What follows belongs to an exercise in optimizing a design on an open flow for small area and a short achievable clock period; a production flow would make more cautious choices.
The RTL was checked by simulation tests, not by an equivalence proof against the original design.
Power and IR drop assume default switching activity.

Setup of run P:
==> flow/design.v <==
module Val2gen (
    input         m,
    input         I,
    input  [31:0] Val_RM,
    input  [11:0] imm,
    input  [11:0] shift_operand,
    output [31:0] Val2
);
wire [4:0] n   = shift_operand[11:7];
wire [1:0] st  = shift_operand[6:5];
wire       t_lsl = (st == 2'b00);
wire       t_ror = (st == 2'b11);
wire       t_asr = (st == 2'b10);
wire       nm    = ~m;
wire       sh    = nm & ~I;
wire [30:0] hi;
wire [31:0] lo;
genvar i;
generate
    for (i = 0; i < 31; i = i + 1) begin : g_hi
        wire rs = (t_ror & Val_RM[i]) | (t_asr & Val_RM[31]) | (t_lsl & Val_RM[i+1]);
        if (i < 8)
            assign hi[i] = I ? imm[i] : rs;
        else
            assign hi[i] = ~I & rs;
    end
    for (i = 0; i < 32; i = i + 1) begin : g_lo
        if (i < 8)
            assign lo[i] = sh ? (~t_lsl & Val_RM[i]) : imm[i];
        else if (i < 12)
            assign lo[i] = sh ? (~t_lsl & Val_RM[i]) : (m & imm[i]);
        else if (i < 31)
            assign lo[i] = sh & ~t_lsl & Val_RM[i];
        else
            assign lo[i] = sh & (t_lsl ? Val_RM[0] : Val_RM[31]);
    end
endgenerate
wire [4:0] k = {5{nm}} & (I ? {imm[11:8], 1'b0} : (n ^ {5{t_lsl}}));
wire [62:0] s0 = {hi, lo};
wire [46:0] s4 = k[4] ? s0[62:16] : s0[46:0];
wire [38:0] s3 = k[3] ? s4[46:8]  : s4[38:0];
wire [34:0] s2 = k[2] ? s3[38:4]  : s3[34:0];
wire [32:0] s1 = k[1] ? s2[34:2]  : s2[32:0];
assign Val2    = k[0] ? s1[32:1]  : s1[31:0];
endmodule
module ALU (input [3:0] ALU_Comnd,
            input [31:0] Val1, Val2,
            input C,
            output [31:0] ALU_out,
            output [3:0] SR);
wire [3:0] cmd = ALU_Comnd;
wire add   = cmd == 4'b0010;
wire adc   = cmd == 4'b0011;
wire sub   = cmd == 4'b0100;
wire sbc   = cmd == 4'b0101;
wire arith = add | adc | sub | sbc;
wire neg   = sub | sbc;
wire pos   = add | adc;
wire cin   = ((adc | sbc) & C) | sub;
reg [3:0] t;
always @(*) begin
    case (cmd)
    4'b0001: t = 4'b1010;            
    4'b1001: t = 4'b0101;            
    4'b0010, 4'b0011,
    4'b1000: t = 4'b0110;            
    4'b0100, 4'b0101: t = 4'b1001;   
    4'b0110: t = 4'b1000;            
    4'b0111: t = 4'b1110;            
    default: t = 4'b0000;
    endcase
end
wire [31:0] A = Val1, B = Val2;
wire [31:0] X, g, k;
genvar i;
generate
    for (i = 0; i < 32; i = i + 1) begin : g_bit
        assign X[i] = t[{A[i], B[i]}];
        assign g[i] = A[i] & ((B[i] & pos) | (~B[i] & neg));
        assign k[i] = (A[i] & arith) | (B[i] & pos) | (~B[i] & neg);
    end
endgenerate
wire [32:0] c;       
prefix_carry #(.N(32), .TYPE(1)) pc (.g(g), .k(k), .cin(cin), .c(c));
assign ALU_out = X ^ c[31:0];
wire [31:0] zb = ~(X ^ {k[30:0], cin});
wire Z1 = &zb;
wire N1 = ALU_out[31];
wire C1 = c[32] ^ neg;
wire V1 = arith & ~(A[31] ^ B[31] ^ neg) & (A[31] ^ c[31]);
assign SR = {Z1, C1, N1, V1};
endmodule
module prefix_carry #(parameter N = 32, parameter TYPE = 1) (
    input  [N-1:0] g, k,
    input          cin,
    output [N:0]   c
);
localparam L = 5;    
localparam S = 2*L;
wire [N*(S+1)-1:0] G, K;
genvar s, i;
generate
    for (i = 0; i < N; i = i + 1) begin : g_l0
        if (i == 0) begin : g_c
            assign G[0] = g[0] | (k[0] & cin);
            assign K[0] = 1'b0;
        end else begin : g_n
            assign G[i] = g[i];
            assign K[i] = k[i];
        end
    end
    for (s = 1; s <= S; s = s + 1) begin : g_st
        for (i = 0; i < N; i = i + 1) begin : g_b
            localparam integer J =
                (TYPE == 0) ? ((s <= L && i >= (1 << (s-1))) ? i - (1 << (s-1)) : -1) :
                (TYPE == 1) ? ((s <= L && ((i >> (s-1)) & 1)) ? ((i >> (s-1)) << (s-1)) - 1 : -1) :
                (TYPE == 2) ? ((s <= L) ? ((((i + 1) % (1 << s)) == 0) ? i - (1 << (s-1)) : -1)
                                        : ((s < S && ((i + 1) % (1 << (S-s))) == (1 << (S-s-1)) && i >= (1 << (S-s)))
                                              ? i - (1 << (S-s-1)) : -1)) :
                      ((s <= L) ? (((i % 2) == 1 && i >= (1 << (s-1))) ? i - (1 << (s-1)) : -1)
                            : ((s == L+1 && (i % 2) == 0 && i > 0) ? i - 1 : -1));
            if (J >= 0) begin : g_op
                assign G[s*N+i] = G[(s-1)*N+i] | (K[(s-1)*N+i] & G[(s-1)*N+J]);
                assign K[s*N+i] = K[(s-1)*N+i] & K[(s-1)*N+J];
            end else begin : g_pass
                assign G[s*N+i] = G[(s-1)*N+i];
                assign K[s*N+i] = K[(s-1)*N+i];
            end
        end
    end
endgenerate
assign c = {G[S*N +: N], cin};
endmodule
module EXE_stage(
                input [31:0] PC,
                input MEM_R_EN,
                input MEM_W_EN,
                input [3:0] EXE_CMD,
                input S,
                input I,
                input [31:0] Val_RN,
                input [31:0] Val_RM,
                input [11:0] imm,
                input [11:0] shift_operand,
                input signed [23:0] signed_immed_24,
                input [3:0] status,
                output wire [31:0] BranchAddr,
                output [3:0] status_out,
                output wire [31:0] ALU_out
                );
wire [31:0] Val2;
            Val2gen val2gen_instance (
                                      .m(MEM_R_EN|MEM_W_EN),
                                      .I(I),
                                      .Val_RM(Val_RM),
                                      .imm(imm),
                                      .shift_operand(shift_operand),
                                      .Val2(Val2)
                                     );
assign BranchAddr[1:0]  = PC[1:0];
assign BranchAddr[31:2] = PC[31:2] + {{6{signed_immed_24[23]}}, signed_immed_24};
            ALU alu_instance(
                             .ALU_Comnd(EXE_CMD),
                             .Val1(Val_RN),
                             .Val2(Val2),
                             .C(status[2]),
                             .ALU_out(ALU_out),
                             .SR(status_out)
                            );
endmodule
module arm_exe (
    input             clk,
    input             rst,
    input      [31:0] PC,
    input             MEM_R_EN,
    input             MEM_W_EN,
    input      [3:0]  EXE_CMD,
    input             I,
    input      [31:0] Val_RN,
    input      [31:0] Val_RM,
    input      [11:0] imm,
    input      [11:0] shift_operand,
    input      [23:0] signed_immed_24,
    input      [3:0]  status,
    output reg [31:0] BranchAddr,
    output reg [3:0]  status_out,
    output reg [31:0] ALU_out
);
wire [31:0] branch_w, alu_w;
wire [3:0]  status_w;
EXE_stage exe (
    .PC(PC), .MEM_R_EN(MEM_R_EN), .MEM_W_EN(MEM_W_EN), .EXE_CMD(EXE_CMD),
    .S(1'b0), .I(I), .Val_RN(Val_RN), .Val_RM(Val_RM), .imm(imm),
    .shift_operand(shift_operand), .signed_immed_24(signed_immed_24),
    .status(status), .BranchAddr(branch_w), .status_out(status_w),
    .ALU_out(alu_w)
);
always @(posedge clk or posedge rst) begin
    if (rst) begin
        BranchAddr <= 32'b0;
        status_out <= 4'b0;
        ALU_out    <= 32'b0;
    end else begin
        BranchAddr <= branch_w;
        status_out <= status_w;
        ALU_out    <= alu_w;
    end
end
endmodule
clock: 10.0 ns
lec_check: 0
abc_area: 1
cap_margin: 20
core_margin: 2
core_utilization: 40
cts_buf_list: sky130_fd_sc_hd__clkbuf_4 sky130_fd_sc_hd__clkbuf_8
place_density: 0.6
setup_slack_margin: 3.6
slew_margin: 20
standard.sh (not shown) runs the stock make flow with config.mk's settings and CLKGATE_MAP_FILE= SYNTH_SCRIPT=/design/flow/synth_recipe.tcl, a recipe that flattens the netlist after the stock synthesis.
==> flow/flow/run.sh <==
#!/bin/bash
# Own layout flow: the standard ORFS flow (standard.sh) with two changes:
#  - synthesis maps with the ABC script in flow/abc.script (an area-oriented
#    mapping; OpenROAD's repair steps buffer and size the netlist later),
#  - the port buffers that global placement inserts are buf_1 cells.
# Everything else (synthesis script, floorplan, power grid, tap cells,
# placement, CTS, routing) is the standard flow. Each tool's output goes
# to the ORFS logs under orfs/logs; make's own output to flow_make.log.
set -euo pipefail
W=$(pwd)
rm -rf "$W/own_scripts"
cp -r "$FLOW_HOME/scripts" "$W/own_scripts"
cp "$W/flow/abc.script" "$W/own_scripts/abc_area.script"
export SCRIPTS_DIR="$W/own_scripts"
export BUFFER_PORTS_ARGS="-buffer_cell sky130_fd_sc_hd__buf_1"
bash "$W/standard.sh" > "$W/flow_make.log" 2>&1
==> flow/flow/abc.script <==
strash
dch
map -D 4000
buffer -c
upsize -c
dnsize -c
The inputs of run R differ from those of run P as listed below.
-- flow/design.v --
<<< run P, line 158
                                      .Val2(Val2)
                                     );
assign BranchAddr[1:0]  = PC[1:0];
assign BranchAddr[31:2] = PC[31:2] + {{6{signed_immed_24[23]}}, signed_immed_24};
            ALU alu_instance(
                             .ALU_Comnd(EXE_CMD),
>>> run R, line 158
                                      .Val2(Val2)
                                     );
wire [24:0] ba_lo = {1'b0, PC[25:2]} + {1'b0, signed_immed_24};
wire        ba_c  = ba_lo[24];
wire        ba_s  = signed_immed_24[23];
wire [5:0]  ba_h  = PC[31:26];
wire [5:0]  ba_hi;
genvar j;
generate
    for (j = 0; j < 6; j = j + 1) begin : g_hi
        wire ones  = (j == 0) ? 1'b1 : &ba_h[(j == 0 ? 0 : j-1):0];
        wire zeros = (j == 0) ? 1'b1 : ~|ba_h[(j == 0 ? 0 : j-1):0];
        assign ba_hi[j] = ba_h[j] ^ ((ba_c & ~ba_s & ones) | (~ba_c & ba_s & zeros));
    end
endgenerate
assign BranchAddr = {ba_hi, ba_lo[23:0], PC[1:0]};
            ALU alu_instance(
                             .ALU_Comnd(EXE_CMD),
### Flow results
Run R has completed all stages; timing, DRC and antenna checks passed.
Against run P, run R reports a slew at the pin closest to its max-slew limit that is higher.
Combinational power of run P is on par with run R.
Going from run P to run R, the core utilization was found to have gone down by 0.38 points.
Against run P, run R comes in 36 lower on synthesized cell count.
Run R against run P: final clock period utilization by the worst path saw an increase; critical path depth shows a reduction of 2; area growth from synthesis to final layout saw a decrease.
Going from run P to run R, routed wire length lower, worst setup slack lower, non-clock buffer count lower, length of routed met3 wiring higher.
Diff run P -> run R: count of non-CTS inverters in the layout grew by 13; data required time of the critical path shrank by 0.06 ns.

-- afterwards: timing with drivers on the ports --
In the flow no input, the clock included, has a driving cell. The finished layouts below were timed again as built, in two steps. Step 1 sets driving cells, clkbuf_16 on the clock port and buf_2 on the other inputs (assumed; they add their load-dependent delay and slew). Step 2 also shifts input and output timing later by t, the mid clock arrival at the registers, as if the neighbouring blocks saw the same clock. Slacks: no drivers / after step 1 / after step 2; pairs: no drivers / after step 1.
run	t (ns)	setup WS [ns]	latest minus earliest clock arrival (ns)	worst register clock-pin slew, ns
run P	0.386	3.935 / 3.953 / 3.567	0.020 / 0.020	0.09 / 0.09
run R	0.399	3.837 / 3.856 / 3.457	0.010 / 0.010	0.08 / 0.08
After both steps setup and hold are still met in every run listed. For run R, which loses most, drivers alone change the setup slack by +0.019 ns; drivers and shift together by -0.380 ns.
